Source: an optimization exercise on an open RTL-to-GDS flow (aim: small area and a short achievable clock period). Production flows keep margins and buffers that such runs may drop.
In this exercise RTL edits were held to simulation tests only and were not proved equivalent to the original.
No activity file was given, so power comes from the tool's default toggle rates.

File: flow/run.sh
#!/bin/bash
set -euo pipefail
here=$(cd "$(dirname "$0")" && pwd)
work=$(dirname "$here")
cd "$work"
source "$here/params.sh"
bash standard.sh synth > flow_synth.log 2>&1
bash standard.sh "BUFFER_PORTS_ARGS=-buffer_cell $PORT_BUF" \
    "SETUP_SLACK_MARGIN=$REPAIR_MARGIN" "CTS_ARGS=$CTS" finish > flow_layout.log 2>&1
File: standard.sh
#!/bin/bash
# synth_recipe.tcl (not shown) runs the flow's synth.tcl, then flattens the netlist and writes it again
# the make line also repeats each setting of config.mk as NAME=value (left out here)
make -C /OpenROAD-flow-scripts/flow DESIGN_CONFIG=/design/flow/config.mk WORK_HOME=/design/flow/orfs CLKGATE_MAP_FILE= SYNTH_SCRIPT=/design/flow/synth_recipe.tcl "${@:-finish}"
File: design.v
`timescale 1ns / 1ps
module Processor (
    input         clk,
    input         rst,
    input  [31:0] Instruction,
    input  [31:0] DataIn,
    output [31:0] AddrOut,
    output [31:0] DataOut,
    output [31:0] InstrAddr,
    output        MemWrite
    );
    reg  [31:0]      pc;
    reg  [32*31-1:0] rfq;       
    wire [31:0] a, b;
    rf_read rda (.rs(Instruction[19:15]), .d(rfq), .q(a));
    rf_read rdb (.rs(Instruction[24:20]), .d(rfq), .q(b));
    assign AddrOut   = a;
    assign DataOut   = b;
    assign InstrAddr = pc;
    wire       op0, op0n, sub, s_hi, fill, left, leftn;
    wire [4:0] s, sn;
    wire       s_add, s_g, s_p, s_sr, s_sl;
    wire       s_ld;
    wire       is_j, is_beq, is_blt;
    ctl c (.instr(Instruction), .rst(rst), .a31(a[31]), .memwrite(MemWrite),
           .op0(op0), .op0n(op0n), .sub(sub), .s_hi(s_hi),
           .fill(fill), .left(left), .leftn(leftn), .s(s), .sn(sn),
           .s_add(s_add), .s_g(s_g), .s_p(s_p), .s_sr(s_sr), .s_sl(s_sl),
           .s_ld(s_ld), .is_j(is_j), .is_beq(is_beq), .is_blt(is_blt));
    wire [31:0] bx;
    bsel bs (.b(b), .imm(Instruction[31:20]), .op0(op0), .op0n(op0n),
             .s_hi(s_hi), .sub(sub), .bx(bx));
    wire [31:0] p, g, sum;
    wire        eq;
    genvar i;
    generate
        for (i = 0; i < 32; i = i + 1) begin : pg
            g_ha h (.a(a[i]), .b(bx[i]), .s(p[i]), .c(g[i]));
        end
    endgenerate
    adder32 add (.p(p), .g(g), .cin(sub), .sum(sum), .pall(eq));
    wire lt_n, p31n;
    g_inv p31i (.a(p[31]), .y(p31n));
    g_muxi ltm (.a(a[31]), .b(sum[31]), .s(p[31]), .sn(p31n), .y(lt_n));
    wire [31:0] sr;
    shifter sh (.a(a), .fill(fill), .left(left), .leftn(leftn), .s(s), .sn(sn),
                .y(sr));
    wire [31:0] wdata;
    generate
        for (i = 0; i < 32; i = i + 1) begin : wb
            wire t0, t1;
            g_aoi222 u0 (.a0(sum[i]), .a1(s_add), .b0(g[i]), .b1(s_g),
                         .c0(p[i]), .c1(s_p), .y(t0));
            g_aoi222 u1 (.a0(sr[i]), .a1(s_sr), .b0(sr[31 - i]), .b1(s_sl),
                         .c0(DataIn[i]), .c1(s_ld),
                         .y(t1));
            g_nand2 u2 (.a(t0), .b(t1), .y(wdata[i]));
        end
    endgenerate
    wire [31:1] en0, en1, en2, en0n, en1n, en2n;
    wen we (.instr(Instruction), .rst(rst), .en0(en0), .en1(en1), .en2(en2),
            .en0n(en0n), .en1n(en1n), .en2n(en2n));
    wire [31:0] pcn;
    pc_next pn (.pc(pc), .instr(Instruction), .is_j(is_j), .is_beq(is_beq),
                .is_blt(is_blt), .eq(eq), .lt_n(lt_n), .pcn(pcn));
    always @(posedge clk, negedge rst) begin
        if (!rst)
            pc <= 32'd0;
        else
            pc <= pcn;
    end
    wire [32*31-1:0] rfd;
    genvar r, j;
    generate
        for (r = 1; r < 32; r = r + 1) begin : rr
            for (j = 0; j < 32; j = j + 1) begin : rb
                wire e  = j < 8 ? en0[r]  : j < 16 ? en1[r]  : en2[r];
                wire en = j < 8 ? en0n[r] : j < 16 ? en1n[r] : en2n[r];
                g_a22o m (.a0(wdata[j]), .a1(e), .b0(rfq[(r-1)*32 + j]), .b1(en),
                          .y(rfd[(r-1)*32 + j]));
            end
        end
    endgenerate
    always @(posedge clk)
        rfq <= rfd;
endmodule
module ctl (
    input  [31:0] instr,
    input         rst,         
    input         a31,
    output        memwrite,
    output        op0,         
    output        op0n,
    output        sub,         
    output        s_hi,        
    output        fill,        
    output        left,        
    output        leftn,
    output [4:0]  s,           
    output [4:0]  sn,
    output        s_add,       
    output        s_g,
    output        s_p,
    output        s_sr,
    output        s_sl,
    output        s_ld,        
    output        is_j,
    output        is_beq,
    output        is_blt
    );
    wire [6:0] op  = instr[6:0];
    wire [2:0] f3  = instr[14:12];
    wire       i30 = instr[30];
    assign memwrite = (op == 7'd5);
    assign op0  = op[0];
    assign op0n = ~op[0];
    assign sub  = (op[1] & op[0]) | ((f3 == 3'd6) & i30);
    assign s_hi = instr[31] & (f3 == 3'd0) & ~op[0];
    assign left  = f3[2] & ~f3[0];
    assign leftn = ~left;
    assign fill  = i30 & f3[0] & a31;
    assign s  = instr[24:20];
    assign sn = ~instr[24:20];
    wire alu = ~op[2] & rst;
    assign s_add = alu & ((f3 == 3'd0) | ((f3 == 3'd6) & i30));
    assign s_g   = alu & ((f3 == 3'd1) | (f3 == 3'd2));
    assign s_p   = alu & ((f3 == 3'd2) | (f3 == 3'd3));
    assign s_sr  = alu & ((f3 == 3'd5) | (f3 == 3'd7));
    assign s_sl  = alu & ((f3 == 3'd4) | ((f3 == 3'd6) & ~i30));
    assign s_ld  = op[2] & rst;
    assign is_j   = (op == 7'd2);
    assign is_beq = (op == 7'd3) & (f3 == 3'd0);
    assign is_blt = (op == 7'd3) & (f3 == 3'd1);
endmodule
module wen (
    input  [31:0] instr,
    input         rst,
    output [31:1] en0,
    output [31:1] en1,
    output [31:1] en2,
    output [31:1] en0n,
    output [31:1] en1n,
    output [31:1] en2n
    );
    wire [3:0] h0, h1, h2;      
    wire [7:0] p1n;             
    wen_dec d (.instr(instr), .h0(h0), .h1(h1), .h2(h2), .p1n(p1n));
    genvar k;
    generate
        for (k = 1; k < 32; k = k + 1) begin : e
            g_oai21 n0 (.a0(h0[k % 4]), .a1(p1n[k / 4]), .b(rst), .y(en0[k]));
            g_oai21 n1 (.a0(h1[k % 4]), .a1(p1n[k / 4]), .b(rst), .y(en1[k]));
            g_oai21 n2 (.a0(h2[k % 4]), .a1(p1n[k / 4]), .b(rst), .y(en2[k]));
            g_inv  i0 (.a(en0[k]), .y(en0n[k]));
            g_inv  i1 (.a(en1[k]), .y(en1n[k]));
            g_inv  i2 (.a(en2[k]), .y(en2n[k]));
        end
    endgenerate
endmodule
module wen_dec (
    input  [31:0] instr,
    output [3:0]  h0,
    output [3:0]  h1,
    output [3:0]  h2,
    output [7:0]  p1n
    );
    wire [6:0] op = instr[6:0];
    wire [2:0] f3 = instr[14:12];
    wire [4:0] rd = instr[11:7];
    wire ld_word = (f3 == 3'd4);
    wire ld_half = (f3 == 3'd2);
    wire ld_byte = (f3 == 3'd1);
    wire we = ((op == 7'd0) & (f3 <= 3'd5)) |
              ((op == 7'd1) & (f3 != 3'd4) & (f3 != 3'd5)) |
              ((op == 7'd4) & (ld_word | ld_half | ld_byte));
    wire g0 = we;
    wire g1 = we & (~op[2] | ld_word | ld_half);
    wire g2 = we & (~op[2] | ld_word);
    wire [3:0] p0 = 4'b0001 << rd[1:0];
    assign h0 = ~(p0 & {4{g0}});
    assign h1 = ~(p0 & {4{g1}});
    assign h2 = ~(p0 & {4{g2}});
    assign p1n = ~(8'b00000001 << rd[4:2]);
endmodule
module bsel (
    input  [31:0] b,
    input  [11:0] imm,
    input         op0,
    input         op0n,
    input         s_hi,
    input         sub,
    output [31:0] bx
    );
    genvar i;
    generate
        for (i = 0; i < 32; i = i + 1) begin : bit_
            wire t;
            g_muxi m (.a(i < 12 ? imm[i % 12] : s_hi), .b(b[i]), .s(op0), .sn(op0n), .y(t));
            g_xnor2 x (.a(t), .b(sub), .y(bx[i]));
        end
    endgenerate
endmodule
module adder32 #(
    parameter INV = 0            
    )(
    input  [31:0] p,
    input  [31:0] g,
    input         cin,
    output [31:0] sum,
    output        pall
    );
    wire [32:0] c;
    wire [8:0]  cb;
    wire [7:0]  pb;
    assign cb[0] = cin;
    genvar j;
    generate
        for (j = 0; j < 8; j = j + 1) begin : blk
            wire [3:0] pp = p[4*j +: 4];
            wire [3:0] gg = g[4*j +: 4];
            assign c[4*j] = cb[j];
            g_a21o r0 (.a0(pp[0]), .a1(cb[j]),     .b(gg[0]), .y(c[4*j+1]));
            g_a21o r1 (.a0(pp[1]), .a1(c[4*j+1]),  .b(gg[1]), .y(c[4*j+2]));
            g_a21o r2 (.a0(pp[2]), .a1(c[4*j+2]),  .b(gg[2]), .y(c[4*j+3]));
            g_and4 pa (.a(pp[0]), .b(pp[1]), .c(pp[2]), .d(pp[3]), .y(pb[j]));
            if (j < 7) begin : la
                wire g10, g32, p32, gb;
                g_a21o x0 (.a0(pp[1]), .a1(gg[0]), .b(gg[1]), .y(g10));
                g_a21o x1 (.a0(pp[3]), .a1(gg[2]), .b(gg[3]), .y(g32));
                g_and2 x2 (.a(pp[3]), .b(pp[2]), .y(p32));
                g_a21o x3 (.a0(p32), .a1(g10), .b(g32), .y(gb));
                g_a21o x4 (.a0(pb[j]), .a1(cb[j]), .b(gb), .y(cb[j+1]));
            end
        end
        for (j = 0; j < 32; j = j + 1) begin : s_
            if (INV)
                g_xnor2 x (.a(p[j]), .b(c[j]), .y(sum[j]));
            else
                g_xor2 x (.a(p[j]), .b(c[j]), .y(sum[j]));
        end
    endgenerate
    wire n0, n1;
    g_nand4 a0 (.a(pb[0]), .b(pb[1]), .c(pb[2]), .d(pb[3]), .y(n0));
    g_nand4 a1 (.a(pb[4]), .b(pb[5]), .c(pb[6]), .d(pb[7]), .y(n1));
    g_nor2  a2 (.a(n0), .b(n1), .y(pall));
endmodule
module shifter (
    input  [31:0] a,
    input         fill,
    input         left,
    input         leftn,
    input  [4:0]  s,
    input  [4:0]  sn,
    output [31:0] y
    );
    wire fill_n = ~fill;
    wire [31:0] x0n, x1, x2n, x3, x4n;
    genvar i;
    generate
        for (i = 0; i < 32; i = i + 1) begin : st
            g_muxi r  (.a(a[i]), .b(a[31 - i]), .s(left), .sn(leftn), .y(x0n[i]));
            g_muxi s0 (.a(x0n[i]), .b(i + 1  < 32 ? x0n[(i + 1) % 32]  : fill_n),
                       .s(s[0]), .sn(sn[0]), .y(x1[i]));
            g_muxi s1 (.a(x1[i]),  .b(i + 2  < 32 ? x1[(i + 2) % 32]   : fill),
                       .s(s[1]), .sn(sn[1]), .y(x2n[i]));
            g_muxi s2 (.a(x2n[i]), .b(i + 4  < 32 ? x2n[(i + 4) % 32]  : fill_n),
                       .s(s[2]), .sn(sn[2]), .y(x3[i]));
            g_muxi s3 (.a(x3[i]),  .b(i + 8  < 32 ? x3[(i + 8) % 32]   : fill),
                       .s(s[3]), .sn(sn[3]), .y(x4n[i]));
            g_muxi s4 (.a(x4n[i]), .b(i + 16 < 32 ? x4n[(i + 16) % 32] : fill_n),
                       .s(s[4]), .sn(sn[4]), .y(y[i]));
        end
    endgenerate
endmodule
module pc_next (
    input  [31:0] pc,
    input  [31:0] instr,
    input         is_j,
    input         is_beq,
    input         is_blt,
    input         eq,
    input         lt_n,
    output [31:0] pcn
    );
    wire is_jn = ~is_j;
    wire [31:0] off;
    genvar i;
    generate
        for (i = 0; i < 4; i = i + 1) begin : o0
            g_a22o m (.a0(instr[21 + i]), .a1(is_j), .b0(instr[8 + i]), .b1(is_jn), .y(off[i]));
        end
        for (i = 0; i < 8; i = i + 1) begin : o1
            g_a22o m (.a0(instr[12 + i]), .a1(is_j), .b0(instr[31]), .b1(is_jn), .y(off[11 + i]));
        end
    endgenerate
    assign off[9:4]   = instr[30:25];
    g_a22o o10 (.a0(instr[20]), .a1(is_j), .b0(instr[7]), .b1(is_jn), .y(off[10]));
    assign off[31:19] = {13{instr[31]}};
    wire [31:0] pc1n;
    wire [31:0] ci;
    assign ci[0] = 1'b1;
    assign ci[1] = pc[0];
    assign pc1n[0] = pc[0];
    generate
        for (i = 1; i < 32; i = i + 1) begin : inc
            g_xnor2 x (.a(pc[i]), .b(ci[i]), .y(pc1n[i]));
            if (i < 31) begin : n
                g_and2 c (.a(pc[i]), .b(ci[i]), .y(ci[i + 1]));
            end
        end
    endgenerate
    wire [31:0] pp, gg, pcon;
    wire        pall;
    generate
        for (i = 0; i < 32; i = i + 1) begin : pg
            g_ha h (.a(pc[i]), .b(off[i]), .s(pp[i]), .c(gg[i]));
        end
    endgenerate
    adder32 #(.INV(1)) ao (.p(pp), .g(gg), .cin(1'b0), .sum(pcon), .pall(pall));
    wire taken  = is_j | (is_beq & eq) | (is_blt & ~lt_n);
    wire takenn = ~taken;
    generate
        for (i = 0; i < 32; i = i + 1) begin : m
            g_muxi m (.a(pc1n[i]), .b(pcon[i]), .s(taken), .sn(takenn), .y(pcn[i]));
        end
    endgenerate
endmodule
module rf_read (
    input  [4:0]       rs,
    input  [32*31-1:0] d,
    output [31:0]      q
    );
    wire [31:1] sel;
    rf_sel s (.rs(rs), .sel(sel));
    genvar j, k;
    generate
        for (j = 0; j < 32; j = j + 1) begin : bt
            wire [30:0] dj;
            for (k = 0; k < 31; k = k + 1) begin : rg
                assign dj[k] = d[k*32 + j];
            end
            rf_bit u (.d(dj), .s(sel), .y(q[j]));
        end
    endgenerate
endmodule
module rf_sel (
    input  [4:0]  rs,
    output [31:1] sel
    );
    wire [3:0] p0;
    wire [7:0] p1;
    rf_dec d (.rs(rs), .p0(p0), .p1(p1));
    genvar k;
    generate
        for (k = 1; k < 32; k = k + 1) begin : s
            g_and2 a (.a(p0[k % 4]), .b(p1[k / 4]), .y(sel[k]));
        end
    endgenerate
endmodule
module rf_dec (
    input  [4:0] rs,
    output [3:0] p0,
    output [7:0] p1
    );
    assign p0 = 4'b0001 << rs[1:0];
    assign p1 = 8'b00000001 << rs[4:2];
endmodule
module rf_bit (
    input  [30:0] d,
    input  [30:0] s,
    output        y
    );
    wire [10:0] t;
    genvar k;
    generate
        for (k = 0; k < 10; k = k + 1) begin : g
            g_aoi222 u (.a0(s[3*k]), .a1(d[3*k]), .b0(s[3*k+1]), .b1(d[3*k+1]),
                        .c0(s[3*k+2]), .c1(d[3*k+2]), .y(t[k]));
        end
    endgenerate
    g_nand2 u10 (.a(s[30]), .b(d[30]), .y(t[10]));
    wire u0, u1, u2;
    g_nand4 n0 (.a(t[0]), .b(t[1]), .c(t[2]),  .d(t[3]), .y(u0));
    g_nand4 n1 (.a(t[4]), .b(t[5]), .c(t[6]),  .d(t[7]), .y(u1));
    g_nand3 n2 (.a(t[8]), .b(t[9]), .c(t[10]), .y(u2));
    g_or3   o  (.a(u0), .b(u1), .c(u2), .y(y));
endmodule
module g_inv (input a, output y);
    assign y = ~a;
endmodule
module g_and2 (input a, b, output y);
    assign y = a & b;
endmodule
module g_and4 (input a, b, c, d, output y);
    assign y = a & b & c & d;
endmodule
module g_nand2 (input a, b, output y);
    assign y = ~(a & b);
endmodule
module g_nand3 (input a, b, c, output y);
    assign y = ~(a & b & c);
endmodule
module g_nand4 (input a, b, c, d, output y);
    assign y = ~(a & b & c & d);
endmodule
module g_nor2 (input a, b, output y);
    assign y = ~(a | b);
endmodule
module g_or3 (input a, b, c, output y);
    assign y = a | b | c;
endmodule
module g_xor2 (input a, b, output y);
    assign y = a ^ b;
endmodule
module g_xnor2 (input a, b, output y);
    assign y = ~(a ^ b);
endmodule
module g_a21o (input a0, a1, b, output y);
    assign y = (a0 & a1) | b;
endmodule
module g_oai21 (input a0, a1, b, output y);
    assign y = ~((a0 | a1) & b);
endmodule
module g_aoi222 (input a0, a1, b0, b1, c0, c1, output y);
    assign y = ~((a0 & a1) | (b0 & b1) | (c0 & c1));
endmodule
module g_muxi (input a, b, s, sn, output y);
    assign y = ~((b | sn) & (a | s));
endmodule
module g_a22o (input a0, a1, b0, b1, output y);
    assign y = (a0 & a1) | (b0 & b1);
endmodule
module g_ha (input a, b, output s, c);
    assign s = a ^ b;
    assign c = a & b;
endmodule
File: config.mk
export PLATFORM = sky130hd
export DESIGN_NAME = Processor
export DESIGN_NICKNAME = Processor
export VERILOG_FILES = /design/flow/design.v
export SDC_FILE = /design/flow/constraint.sdc
export NUM_CORES = 8
export LEC_CHECK = 0
export CAP_MARGIN = 20
export CORE_MARGIN = 2
export CORE_UTILIZATION = 50
export CTS_BUF_LIST = sky130_fd_sc_hd__clkbuf_8
export CTS_CLUSTER_DIAMETER = 60
export CTS_CLUSTER_SIZE = 14
export GPL_ROUTABILITY_DRIVEN = 0
export PLACE_DENSITY = 0.65
export SLEW_MARGIN = 20
export SYNTH_HIERARCHICAL = 1
File: flow/params.sh
PORT_BUF=sky130_fd_sc_hd__buf_2
REPAIR_MARGIN=13.75
CTS="-sink_clustering_enable -repair_clock_nets -buf_list sky130_fd_sc_hd__clkbuf_8 -sink_clustering_size 14 -sink_clustering_max_diameter 60 -dont_use_dummy_load"
File: constraint.sdc
create_clock -name core_clock -period 27.0 [get_ports {clk}]
set_input_delay 5.4000 -clock core_clock [delete_from_list [all_inputs] [get_ports {clk}]]
set_output_delay 5.4000 -clock core_clock [all_outputs]
set_load 0.01 [all_outputs]
==> flow_summary.yaml, run 1 <==
cts:
  clk_pin_slew_ns: 0.05
  hold_buffers: 0
  clk_latency_ns: 0.80
  numCtsBuffers: 90
  tritoncts: "yes"
  root_buffer: "clkbuf_8"
  htree_levels: 3
  clk_path_buf_depth: 3
  clock_sink_count: 1024
timing:
  fin_ws_ns: 13.66
  report.final.hold_viol_count: 0
  finalSetupViolCount: 0
  hold_ws_ns: 0.505
  slew_headroom_pct: 31.5
  finalCritPeriodShare_pct: 49.4
  rsz0062_at_grt: "true"
  tightest_slew_ns: 1.03
  slew_violations: 0
  clock_skew_ns: 0.138
  tns_ns: 0
  fmaxAchievable_ghz: 0.0749
  fin_crit_ns: 13.34
placed_design:
  dp_slack_ns: 13.26
  hpwl_um: 125000
  port_buffers: 162
power:
  switching_power_uw: 1230
  pwr-share-seq_pct: 53.0
  p_clk_share_pct: 22.2
  ir_drop_v: 0.0000365
  p_leak_uw: 0.0204
  p_sw_share_pct: 33.5
  p_comb_share_pct: 24.8
  p_int_uw: 2430
  powerDensity_mw_per_mm2: 72.3
worst_setup_path:
  r2r_slack_ns: 20.47
  worstPathCellList: "buf_2 -> nor2b_2 -> and2_1 -> buf_8 -> a222oi_1 -> nand4_1 -> or3_4 -> buf_2"
  cp_num_buf_inv: 3
  cp.depth: 8
  path_delay_family: "simple AND/OR/NAND/NOR gates"
  worstSetupPathType: "input port to primary output"
  startpoint_type: "input port"
  r2r-end: "pc[10]$_DFF_PN0_"
  cpMaxStageDelayCell: "or3_4"
  endpoint_kind: "primary output"
  cp.arrival_ns: 7.94
  ff2ff_path_depth: 24
  cp_slowest_stage_delay_ns: 0.58
  worstPathRequired_ns: 21.60
  rr_startpoint: "rfq[675]$_DFF_P_"
  critPathMostFrequentCell: "buf_2"
  cp_max_fo: 32
grt:
  grt_pass1_vias: 40800
  grt_use_total_pct: 37.9
  grt_max_degree: 89
  grt_pass1_wl_um: 272000
  antenna_found_initial: 5
  grt-ovfl-total: 0
worst_hold_path:
  min_path_type: "flip-flop to flip-flop"
  hold_path_end: "rfq[353]$_DFF_P_"
  min_path_cells: 1
  min_from: "rfq[353]$_DFF_P_"
routing:
  drt_iter0_drc: 11600
  dr.pass1.iters: 23
  via_per_inst: 8.06
  ant_nets: 0
  wl_per_cell_um: 33.3
  drc: 0
  wl_um: 188000
  dr_total_vias: 45600
floorplan:
  core_area_mm2: 0.0896
  ios: 163
  start_util_pct: 50.3
  dieArea_mm2: 0.0925
  chipHeight_um: 304
  core.rowCount: 110
  die_w_um: 304
outcome:
  status: "complete, no violations"
synthesis:
  syn_area_per_cell_um2: 11.1
  syn-instance-count: 4055
  syn_area_mm2: 0.0450
  yosysWarningCount: 7
job:
  drv_cap: 0
finish:
  nFillCells: 7962
  fin_nets: 4610
  drive_gt1_share_pct: 11.6
  syn2layout_area_growth_pct: 12.3
  fin_util_pct: 56.5
-- worst max-delay path by stage --
| stage | startpoint | end | slack [ns] |
|---|---|---|---|
| after floorplan | Instruction[12] | pc[0]$_DFF_PN0_ | 14.06 |
| after global placement | Instruction[21] | DataOut[30] | 13.28 |
| after detailed placement | Instruction[21] | DataOut[31] | 13.26 |
| after CTS | Instruction[15] | AddrOut[2] | 13.70 |
| after global routing | Instruction[23] | DataOut[16] | 13.73 |
| final | Instruction[16] | AddrOut[18] | 13.66 |
-- per-stage QoR --
stage	power, uW	area, um2	instances
global placement	2790	48500	5542
floorplan	2490	45100	4057
CTS	3600	50000	5638
finish	3660	50600	5662
detailed placement	2800	48500	5544
global route	3790	50600	5656
-- cells in the final DEF (no fill, tap or decap), types with 4 or more instances in the layout --
cell type,instances
a22o_1,1005
dfxtp_1,992
a222oi_1,704
o22ai_1,257
buf_2,153
buf_4,141
nand4_1,131
inv_1,106
a21o_1,104
and2_1,103
nand2_1,99
xnor2_1,97
o21ai_1,93
clkbuf_8,90
nand3_1,73
ha_1,64
or3_4,45
xor2_1,33
dfrtp_1,32
or3_1,20
buf_6,18
and4_1,15
buf_8,12
diode_2,8
clkbuf_16,8
and3b_2,6
and2_4,6
buf_12,6
nand2_2,5
nor3b_2,4
nor3b_1,4
a211oi_1,4
-- cell type report --
class / count / area [um2] / area share, %
multi-input cells: 2919 / 24300 / 48.0
flip-flops and latches: 1024 / 20700 / 40.8
inverters: 106 / 398 / 0.786
diodes: 8 / 20.0 / 0.0396
clock buffers: 90 / 1240 / 2.45
repair buffers: 339 / 2530 / 5.01
well taps: 1176 / 1470 / 2.91
-- worst reg2reg max path, delay by kind of cell, from the launching register on --
family | cells | cell delay [ns]
AOI/OAI and AO/OA | 16 | 3.91
and+or+nand+nor | 4 | 0.95
buffers and inverters | 1 | 0.38
adders and majority gates | 1 | 0.37
DFF | 1 | 0.34
xor gates and xnor gates | 2 | 0.28
-- state kept, by name, summed over array words and instances (netlist names) --
register and cells:
rfq 992, pc 32
-- timing repair --
item                       CTS  global route
setup endpoints to repair   60            63
setup buffers                4             8
cloned                       0             8
pin swaps                   35            77
gates resized for setup     50            94
-- metal layers --
layer	wire length, um	track usage (%)	vias to the layer above
met4	8070	14.5	0
met2	76800	54.0	3814
met5	0	0.155	-
li1	-	-	19100
met3	28800	12.3	552
met1	74700	52.8	22100
-- power by group through the flow --
stage / Clock, uW / Combinational [uW] / Sequential (uW)
after global routing: 869 / 959 / 1960
after global placement: 0 / 836 / 1950
after floorplan: 0 / 581 / 1910
final: 812 / 909 / 1940
after detailed placement: 0 / 851 / 1950
after CTS: 814 / 866 / 1920
==> run 2: changes to the inputs <==
--- a/design.v
+++ b/design.v
@@ -330,8 +330,8 @@
     input  [32*31-1:0] d,
     output [31:0]      q
     );
-    wire [31:1] sel;
-    rf_sel s (.rs(rs), .sel(sel));
+    wire [31:1] sel, selh;
+    rf_sel s (.rs(rs), .sel(sel), .selh(selh));
     genvar j, k;
     generate
         for (j = 0; j < 32; j = j + 1) begin : bt
@@ -339,13 +339,14 @@
             for (k = 0; k < 31; k = k + 1) begin : rg
                 assign dj[k] = d[k*32 + j];
             end
-            rf_bit u (.d(dj), .s(sel), .y(q[j]));
+            rf_bit u (.d(dj), .s(j < 16 ? sel : selh), .y(q[j]));
         end
     endgenerate
 endmodule
 module rf_sel (
     input  [4:0]  rs,
-    output [31:1] sel
+    output [31:1] sel,         
+    output [31:1] selh         
     );
     wire [3:0] p0;
     wire [7:0] p1;
@@ -354,6 +355,7 @@
     generate
         for (k = 1; k < 32; k = k + 1) begin : s
             g_and2 a (.a(p0[k % 4]), .b(p1[k / 4]), .y(sel[k]));
+            g_and2 h (.a(p0[k % 4]), .b(p1[k / 4]), .y(selh[k]));
         end
     endgenerate
 endmodule
--- a/config.mk
+++ b/config.mk
@@ -11,7 +11,6 @@
 export CTS_BUF_LIST = sky130_fd_sc_hd__clkbuf_8
 export CTS_CLUSTER_DIAMETER = 60
 export CTS_CLUSTER_SIZE = 14
-export GPL_ROUTABILITY_DRIVEN = 0
 export PLACE_DENSITY = 0.65
 export SLEW_MARGIN = 20
 export SYNTH_HIERARCHICAL = 1
==> flow_summary.yaml, run 2 <==
outcome:
  status: "complete, no violations"
finish:
  largest_register_ffs: 992
  register_area_mm2: 0.0207
  multi_input_area_mm2: 0.0249
  fin_nets: 4632
  fin_area_mm2: 0.0509
  nFillCells: 7961
  final_common_cell: "a22o_1"
  largest_register: "rfq"
  syn2layout_area_growth_pct: 12.1
  drive_gt1_share_pct: 13.1
  fin_util_pct: 56.6
  top_regs: "rfq: 992 flops, pc: 32 flops"
  most-common-layout-cells: "a22o_1 (1005), dfxtp_1 (992), a222oi_1 (704)"
routing:
  wl_per_cell_um: 37.1
  ant_nets: 0
  via_per_inst: 8.21
  dr.pass1.iters: 22
  drt_iter0_drc: 12500
  drc: 0
  dr_total_vias: 46700
  wl_um: 211000
grt:
  gr-usage-met3_pct: 14.1
  grt_pass1_wl_um: 294000
  grt_max_degree: 73
  grt_pass1_vias: 41200
  antenna_found_initial: 17
  grt_use_total_pct: 42.3
  grt_util_met2_pct: 59.1
  top_usage_layer: "met2"
  globalRouteMet1Util_pct: 57.1
  grt-ovfl-total: 0
cts:
  htree_levels: 3
  tritoncts: "yes"
  numCtsBuffers: 91
  clock_sink_count: 1024
  hold_buffers: 0
  clk_path_buf_depth: 3
  root_buffer: "clkbuf_8"
  clk_latency_ns: 0.81
  clk_pin_slew_ns: 0.07
timing:
  slew_violations: 0
  fin_crit_ns: 13.40
  finalSetupViolCount: 0
  rsz0062_at_grt: "true"
  slew_headroom_pct: 15.0
  finalCritPeriodShare_pct: 49.6
  report.final.hold_viol_count: 0
  fmaxAchievable_ghz: 0.0746
  tightest_slew_ns: 1.27
  clock_skew_ns: 0.0827
  fin_ws_ns: 13.60
  tns_ns: 0
worst_setup_path:
  startpoint_type: "input port"
  cp.arrival_ns: 8.00
  worstSetupPathType: "input port to primary output"
  cp_max_fo: 9
  cp-startpoint: "Instruction[19]"
  rr_startpoint: "rfq[192]$_DFF_P_"
  worstPathRequired_ns: 21.60
  endpoint_kind: "primary output"
placed_design:
  gp_congestion: 1.05
  dp_slack_ns: 12.88
  dpl_cell_area_mm2: 0.0484
  hpwl_um: 140000
  port_buffers: 162
synthesis:
  yosysWarningCount: 7
  syn_area_mm2: 0.0454
  syn_area_per_cell_um2: 11.0
  syn-instance-count: 4117
floorplan:
  core.rowCount: 110
  dieArea_mm2: 0.0933
  chipHeight_um: 305
  die_w_um: 305
  core_area_mm2: 0.0900
  start_util_pct: 50.5
  ios: 163
job:
  drv_cap: 0
power:
  p_leak_uw: 0.0205
  ir_drop_v: 0.0000474
  powerDensity_mw_per_mm2: 73.0
worst_hold_path:
  min_from: "rfq[684]$_DFF_P_"
  min_path_type: "flip-flop to flip-flop"
## run 2: stage by stage
| stage | hold slack [ns] | std cells | total power (uW) |
|---|---|---|---|
| final | 0.506 | 5686 | 3720 |
| after global routing | 0.510 | 5681 | 3830 |
| after detailed placement | 0.476 | 5539 | 2840 |
| after global placement | 0.476 | 5539 | 2830 |
| after CTS | 0.500 | 5646 | 3650 |
| after floorplan | 0.462 | 4119 | 2490 |
## run 2: final cells by class
class / instances / area share [%]
Multi-Input combinational cell: 2985 / 49.0
Inverter: 106 / 0.781
Sequential cell: 1024 / 40.6
Antenna cell: 10 / 0.0491
Timing Repair Buffer: 294 / 4.27
Clock buffer: 91 / 2.46
Tap cell: 1176 / 2.89
## run 2: worst max-delay path: stages
cell and delay [ns]:
buf_4 0.17, and3b_2 0.27, and2_4 0.19, a222oi_1 0.59, nand4_1 0.62, or3_4 0.60
buf_6 0.14
## run 2: where the power goes
part           internal, uW  total (uW)  switching (uW)  leakage, uW
combinational           406         954             549       0.0112
sequential             1740        1950             211      0.00861
clock                   300         815             515     0.000654
total                  2440        3720            1280       0.0205
## run 2: worst paths after layout
kind                       depth (start not counted)  slack, ns          endpoint
max                                                7      13.60       AddrOut[14]
min                                                1       0.51  rfq[684]$_DFF_P_
max reg2reg                                       23      20.42  pc[29]$_DFF_PN0_
min reg2reg                                        1       0.51  rfq[684]$_DFF_P_
max in group asynchronous                          1      21.77   pc[4]$_DFF_PN0_
min in group asynchronous                          1       4.67  pc[27]$_DFF_PN0_
## run 2: repair_timing
action	CTS	global route
buffers inserted	11	22
cloned	5	7
pin swaps	96	77
hold endpoints to repair	0	0
setup endpoints to repair	64	62
gates resized for setup	166	93
## run 2: per-layer routing
layer,wire [um],up-vias
met5,26,-
met4,14600,4
met3,32300,724
met2,83800,4335
met1,80000,22400
li1,-,19200

separate check: timing with driven ports:
How much do the figures lean on ideal ports? The routed layouts below were timed once more, with nothing changed but the port constraints.
Step 1 (the two cells are an assumption about what drives the block):
set clk [get_ports {clk}]
set_driving_cell -lib_cell sky130_fd_sc_hd__clkbuf_16 $clk
set_driving_cell -lib_cell sky130_fd_sc_hd__buf_2 [delete_from_list [all_inputs] $clk]
Step 2 also shifts input and output timing later by t, the mid clock arrival at the registers, as if the neighbouring blocks saw the same clock.
Slacks: no drivers / after step 1 / after step 2; pairs: no drivers / after step 1.
run | t (ns) | setup WS [ns] | hold slack, ns | worst setup path after step 2
run 1 | 0.797 | 13.656 / 13.628 / 13.628 | 0.505 / 0.505 / 0.505 | input to output
run 2 | 0.838 | 13.596 / 13.480 / 13.480 | 0.506 / 0.506 / 0.506 | input to output
After both steps every run listed still meets setup and hold. For run 2, which loses most, drivers alone change the setup slack by -0.116 ns; drivers and shift together by -0.116 ns.
